From an optimization exercise on the open Yosys and OpenROAD flow, aimed at small area and a short achievable clock period; shortcuts taken in it are not production practice. RTL that was checked went through simulation tests only; none was proved equivalent to the original.

run M:
## cordic
module cordic (
    input  wire        clk,
    input  wire        rst,
    input  wire        valid_i,
    input  wire signed [16:0] x_i,
    input  wire signed [16:0] y_i,
    output wire        valid_o,
    output wire signed [16:0] x_o,
    output wire signed [16:0] y_o
    );
    reg [15:0] vp;
    always @(posedge clk)
        if (rst) vp <= 16'd0;
        else     vp <= {vp[14:0], valid_i};
    assign valid_o = vp[15];
    wire [16:0] ax, ay;
    assign ax = x_i[16] ? -x_i : x_i;
    assign ay = y_i[16] ? -y_i : y_i;
    reg [16:0] rx_a, ry_a;
    reg rd_a;
    always @(posedge clk) begin rx_a <= ax; ry_a <= ay; rd_a <= |y_i[15:0]; end
    wire [16:0] x0, y0, xs0, ys0, nx0, ny0;
    wire d0;
    assign x0 = rx_a; assign y0 = ry_a;
    assign d0 = rd_a;
    assign xs0 = x0;
    assign ys0 = y0;
    wire [16:0] nx0_b = ys0 ^ {17{1'b0}};
    wire [16:0] nx0_s;
    wire [17:0] nx0_s_p, nx0_s_g;
    assign nx0_s_g[0] = 1'b0;
    assign nx0_s_p[0] = 1'b0;
    assign nx0_s_p[1] = x0[0] ^ nx0_b[0];
    assign nx0_s_g[1] = x0[0] & nx0_b[0];
    assign nx0_s_p[2] = x0[1] ^ nx0_b[1];
    assign nx0_s_g[2] = x0[1] & nx0_b[1];
    assign nx0_s_p[3] = x0[2] ^ nx0_b[2];
    assign nx0_s_g[3] = x0[2] & nx0_b[2];
    assign nx0_s_p[4] = x0[3] ^ nx0_b[3];
    assign nx0_s_g[4] = x0[3] & nx0_b[3];
    assign nx0_s_p[5] = x0[4] ^ nx0_b[4];
    assign nx0_s_g[5] = x0[4] & nx0_b[4];
    assign nx0_s_p[6] = x0[5] ^ nx0_b[5];
    assign nx0_s_g[6] = x0[5] & nx0_b[5];
    assign nx0_s_p[7] = x0[6] ^ nx0_b[6];
    assign nx0_s_g[7] = x0[6] & nx0_b[6];
    assign nx0_s_p[8] = x0[7] ^ nx0_b[7];
    assign nx0_s_g[8] = x0[7] & nx0_b[7];
    assign nx0_s_p[9] = x0[8] ^ nx0_b[8];
    assign nx0_s_g[9] = x0[8] & nx0_b[8];
    assign nx0_s_p[10] = x0[9] ^ nx0_b[9];
  ...
clock: 4.6 ns
lec_check: 0
cap_margin: 20
core_margin: 2
core_utilization: 40
setup_slack_margin: 1.5
slew_margin: 20
run.sh (not shown) runs the stock make flow with config.mk's settings and CLKGATE_MAP_FILE= SYNTH_SCRIPT=/design/flow/synth_recipe.tcl, a recipe that flattens the netlist after the stock synthesis.
What run B does differently from run M at the input level:
--- a/flow/design.v
+++ b/flow/design.v
@@ -7,27 +7,24 @@
     input  wire signed [16:0] x_i,
     input  wire signed [16:0] y_i,
     output wire        valid_o,
     output wire signed [16:0] x_o,
     output wire signed [16:0] y_o
     );
-    reg [15:0] vp;
+    reg [14:0] vp;
     always @(posedge clk)
-        if (rst) vp <= 16'd0;
-        else     vp <= {vp[14:0], valid_i};
-    assign valid_o = vp[15];
+        if (rst) vp <= 15'd0;
+        else     vp <= {vp[13:0], valid_i};
+    assign valid_o = vp[14];
     wire [16:0] ax, ay;
     assign ax = x_i[16] ? -x_i : x_i;
     assign ay = y_i[16] ? -y_i : y_i;
-    reg [16:0] rx_a, ry_a;
-    reg rd_a;
-    always @(posedge clk) begin rx_a <= ax; ry_a <= ay; rd_a <= |y_i[15:0]; end
     wire [16:0] x0, y0, xs0, ys0, nx0, ny0;
     wire d0;
-    assign x0 = rx_a; assign y0 = ry_a;
-    assign d0 = rd_a;
+    assign x0 = ax; assign y0 = ay;
+    assign d0 = |y_i[15:0];
     assign xs0 = x0;
     assign ys0 = y0;
     wire [16:0] nx0_b = ys0 ^ {17{1'b0}};
     wire [16:0] nx0_s;
     wire [17:0] nx0_s_p, nx0_s_g;
     assign nx0_s_g[0] = 1'b0;
Notes after the runs:
In run B the implementation completed, yet the final layout does not meet the checks, the culprit being negative setup slack.
Count of plain and timing-repair buffers ends up higher on run B.
Looking at number of failing setup endpoints in the final timing report, run B sits above run M.
Sort run B and run M by final critical delay including setup and external delays, descending, and run B comes first.
A critical path's slowest cell of sky130_fd_sc_hd__or4_4 is what run B shows, while sky130_fd_sc_hd__fa_1 belongs to run M.
Clock tree buffer count of the final layout sits lower in run B than in run M.
Diff run M -> run B | final core utilization | increase of 3.3 points
Run B against run M: final cell count climbed about 3%, final-stage net count climbed 152.
The RTL of run B was laid out without a check of its function.

cordic, a different RTL version from the one above (not shown whole).
Size in the first run: ~570 flip-flops, about 72 I/O pins, about 0.034 mm² of cells after synthesis.
make LEC_CHECK=0 CAP_MARGIN=20 CORE_MARGIN=2 CORE_UTILIZATION=40 SLEW_MARGIN=20 finish   # period 4.6 ns
Then changed:
--- a/flow/design.v
+++ b/flow/design.v
@@ -14,27 +14,28 @@
     always @(posedge clk)
         if (rst) vp <= 16'd0;
         else     vp <= {vp[14:0], valid_i};
     assign valid_o = vp[15];
     wire [16:0] ax, ay;
     assign ax = x_i[16] ? -x_i : x_i;
     assign ay = y_i[16] ? -y_i : y_i;
     reg [16:0] rx_a, ry_a;
-    always @(posedge clk) begin rx_a <= ax; ry_a <= ay; end
+    reg rd_a;
+    always @(posedge clk) begin rx_a <= ax; ry_a <= ay; rd_a <= |y_i[15:0]; end
     wire [16:0] x0, y0, xs0, ys0, nx0, ny0;
     wire d0;
     assign x0 = rx_a; assign y0 = ry_a;
-    assign d0 = ~y0[16] & (|y0[15:0]);
+    assign d0 = rd_a;
     assign xs0 = $signed(x0) >>> 0;
     assign ys0 = $signed(y0) >>> 0;
-    wire [16:0] nx0_b = ys0 ^ {17{~d0}};
+    wire [16:0] nx0_b = ys0 ^ {17{1'b0}};
     wire [16:0] nx0_s;
     wire [17:0] nx0_s_p, nx0_s_g;
-    assign nx0_s_g[0] = ~d0;
+    assign nx0_s_g[0] = 1'b0;
     assign nx0_s_p[0] = 1'b0;
     assign nx0_s_p[1] = x0[0] ^ nx0_b[0];
     assign nx0_s_g[1] = x0[0] & nx0_b[0];
     assign nx0_s_p[2] = x0[1] ^ nx0_b[1];
     assign nx0_s_g[2] = x0[1] & nx0_b[1];
     assign nx0_s_p[3] = x0[2] ^ nx0_b[2];
     assign nx0_s_g[3] = x0[2] & nx0_b[2];
     assign nx0_s_p[4] = x0[3] ^ nx0_b[3];
Result: Routed wire length barely changes. Cell area climbs by 0.93%. Setup slack gets worse by 0.19 ns. Register-to-register slack gets worse by 0.19 ns. Clock skew drops by 0.017 ns. Die area drops by 1.1%. Global-route usage climbs by 0.22 points. Non-clock buffer count climbs by 73. Sequential share of layout area drops by 0.12 points. Hold slack gets better by 0.012 ns. Final cell count drops by 1.5%. First-iteration DRC count drops by 11%.
No run of this note included a check of the RTL's function; only the layout flow was run.

The RTL this note starts from:
==> flow/design.v <==
`timescale 1ns/1ns
 `timescale 1ns/1ns
module signed_shifter (input wire [4-1:0] i,
                       input wire signed [16:0] D,
                       output reg signed [16:0] Q);
always @ *
begin
Q = D >>> i;  
end
endmodule
 `timescale 1ns/1ns
module rotator (
    input wire clk,
    input wire rst,
    input wire signed  [16:0]    x_i,
    input wire signed  [16:0]    y_i,
    output wire signed [16:0]    x_o,
    output wire signed [16:0]    y_o
    );
    parameter integer iteration             = 0;  
    parameter signed [16:0] tangle = 0;  
    reg signed [16:0] x_1;
    reg signed [16:0] y_1;
    wire signed [16:0] x_i_shifted;
    wire signed [16:0] y_i_shifted;
    signed_shifter x_shifter(iteration,x_i,x_i_shifted);
    signed_shifter y_shifter(iteration,y_i,y_i_shifted);
    always @ (posedge clk)
        begin
            if (y_i > 0) begin   
                x_1 <= x_i + y_i_shifted;  
                y_1 <= y_i - x_i_shifted;  
                end else begin
                x_1 <= x_i - y_i_shifted;  
                y_1 <= y_i + x_i_shifted;  
            end
        end
        assign x_o = x_1;
        assign y_o = y_1;
endmodule
 `timescale 1ns/1ns
module cordic (
    input wire clk,
    input wire rst,
    input wire                        valid_i,
    input wire signed [16:0]    x_i,
    input wire signed [16:0]    y_i,
    output wire                        valid_o,
    output wire signed [16:0]    x_o,
    output wire signed [16:0]    y_o
    );
    function [16:0] tanangle;
        input [3:0] i;
        begin
            case (i)
                4'b0000: tanangle = 17'd25735;     
                4'b0001: tanangle = 17'd15192;     
                4'b0010: tanangle = 17'd8027;      
                4'b0011: tanangle = 17'd4075;      
                4'b0100: tanangle = 17'd2045;      
                4'b0101: tanangle = 17'd1024;      
                4'b0110: tanangle = 17'd512;       
                4'b0111: tanangle = 17'd256;       
                4'b1000: tanangle = 17'd128;       
                4'b1001: tanangle = 17'd64;        
                4'b1010: tanangle = 17'd32;        
                4'b1011: tanangle = 17'd16;        
                4'b1100: tanangle = 17'd8;         
                4'b1101: tanangle = 17'd4;         
                4'b1110: tanangle = 17'd2;         
                4'b1111: tanangle = 17'd1;         
            endcase
        end
    endfunction
    wire signed [16:0] x [16-1:0];
    wire signed [16:0] y [16-1:0];
    assign x[0]    = x_i < 0  ? -x_i 
                                : x_i;
    assign y[0]    = y_i < 0  ? -y_i
                                : y_i;
    assign x_o     = x[16-1];
    assign y_o     = y[16-1];
    reg [16-2:0] valid_pipe;
    always @ (posedge clk)
        if (rst)
            valid_pipe <= 0;
        else
            valid_pipe <= {valid_pipe[16-3:0], valid_i};
    assign valid_o = valid_pipe[16-2];
    genvar i;
    generate
    for(i = 0;i<16-1;i = i+1)
    begin
        rotator #(.iteration(i), .tangle(tanangle(i))) U (clk,rst,x[i],y[i],x[i+1],y[i+1]);
    end
    endgenerate
endmodule
Settings: LEC_CHECK=0, CAP_MARGIN=20, CORE_MARGIN=2, CORE_UTILIZATION=40, SLEW_MARGIN=20; clock period 4.6 ns.
==> next run, changes <==
--- a/flow/design.v
+++ b/flow/design.v
@@ -23,13 +23,16 @@
     reg signed [16:0] y_1;
     wire signed [16:0] x_i_shifted;
     wire signed [16:0] y_i_shifted;
     signed_shifter x_shifter(iteration,x_i,x_i_shifted);
     signed_shifter y_shifter(iteration,y_i,y_i_shifted);
     always @ (posedge clk)
-        begin
+        if (rst) begin
+            x_1 <= 0;
+            y_1 <= 0;
+            end else begin
             if (y_i > 0) begin   
                 x_1 <= x_i + y_i_shifted;  
                 y_1 <= y_i - x_i_shifted;  
                 end else begin
                 x_1 <= x_i - y_i_shifted;  
                 y_1 <= y_i + x_i_shifted;  
Result: Synthesized area goes up by about 4.4%. Global-route usage hardly moves. Design area goes up by 3.3%. Non-clock buffer count goes down by 64. Wire length goes up by about 4.4%. Die area goes up by about 4.4%. Register-to-register slack gets better by 0.11 ns. First-iteration DRC count goes down by 1.4%. Clock-buffer cell count goes up by 13. Clock skew goes up by 0.0041 ns. Maximum frequency goes up by about 2.6%.
Function not checked in the first run of this note: the RTL went through the layout flow alone.

## static timing again, ports no longer ideal
The results above use ideal ports. As a check the final layouts listed here were re-extracted and re-timed, cells and wires unchanged.
Step 1 sets driving cells, clkbuf_16 on the clock port and buf_2 on the other inputs (assumed; they add their load-dependent delay and slew).
Step 2 moves the port delays by t, midway between the first and last clock arrival at a register: inputs arrive t later, outputs are due t later. That takes back most of the time a late clock gives input paths.
a / b / c = ideal ports / drivers / drivers and shift; a / b = the first two.
run | t, ns | setup slack, ns | worst setup path at the end
run M | 0.663 | 1.474 / 1.474 / 1.366 | input to register
run B | 0.677 | -0.157 / -0.124 / -0.801 | input to register
the first run of note 2 | 0.650 | 0.328 / 0.328 / 0.328 | register to register
the second run of note 2 | 0.661 | 0.134 / 0.134 / 0.134 | register to register
the first run of note 3 | 0.705 | 0.123 / 0.123 / -0.354 | input to register
the second run of note 3 | 0.698 | 0.235 / 0.235 / -0.332 | input to register
Met with ideal ports but missed after step 2: setup timing in the first run of note 3 and the second run of note 3. For run B, which loses most, drivers alone change the setup slack by +0.033 ns; drivers and shift together by -0.644 ns.
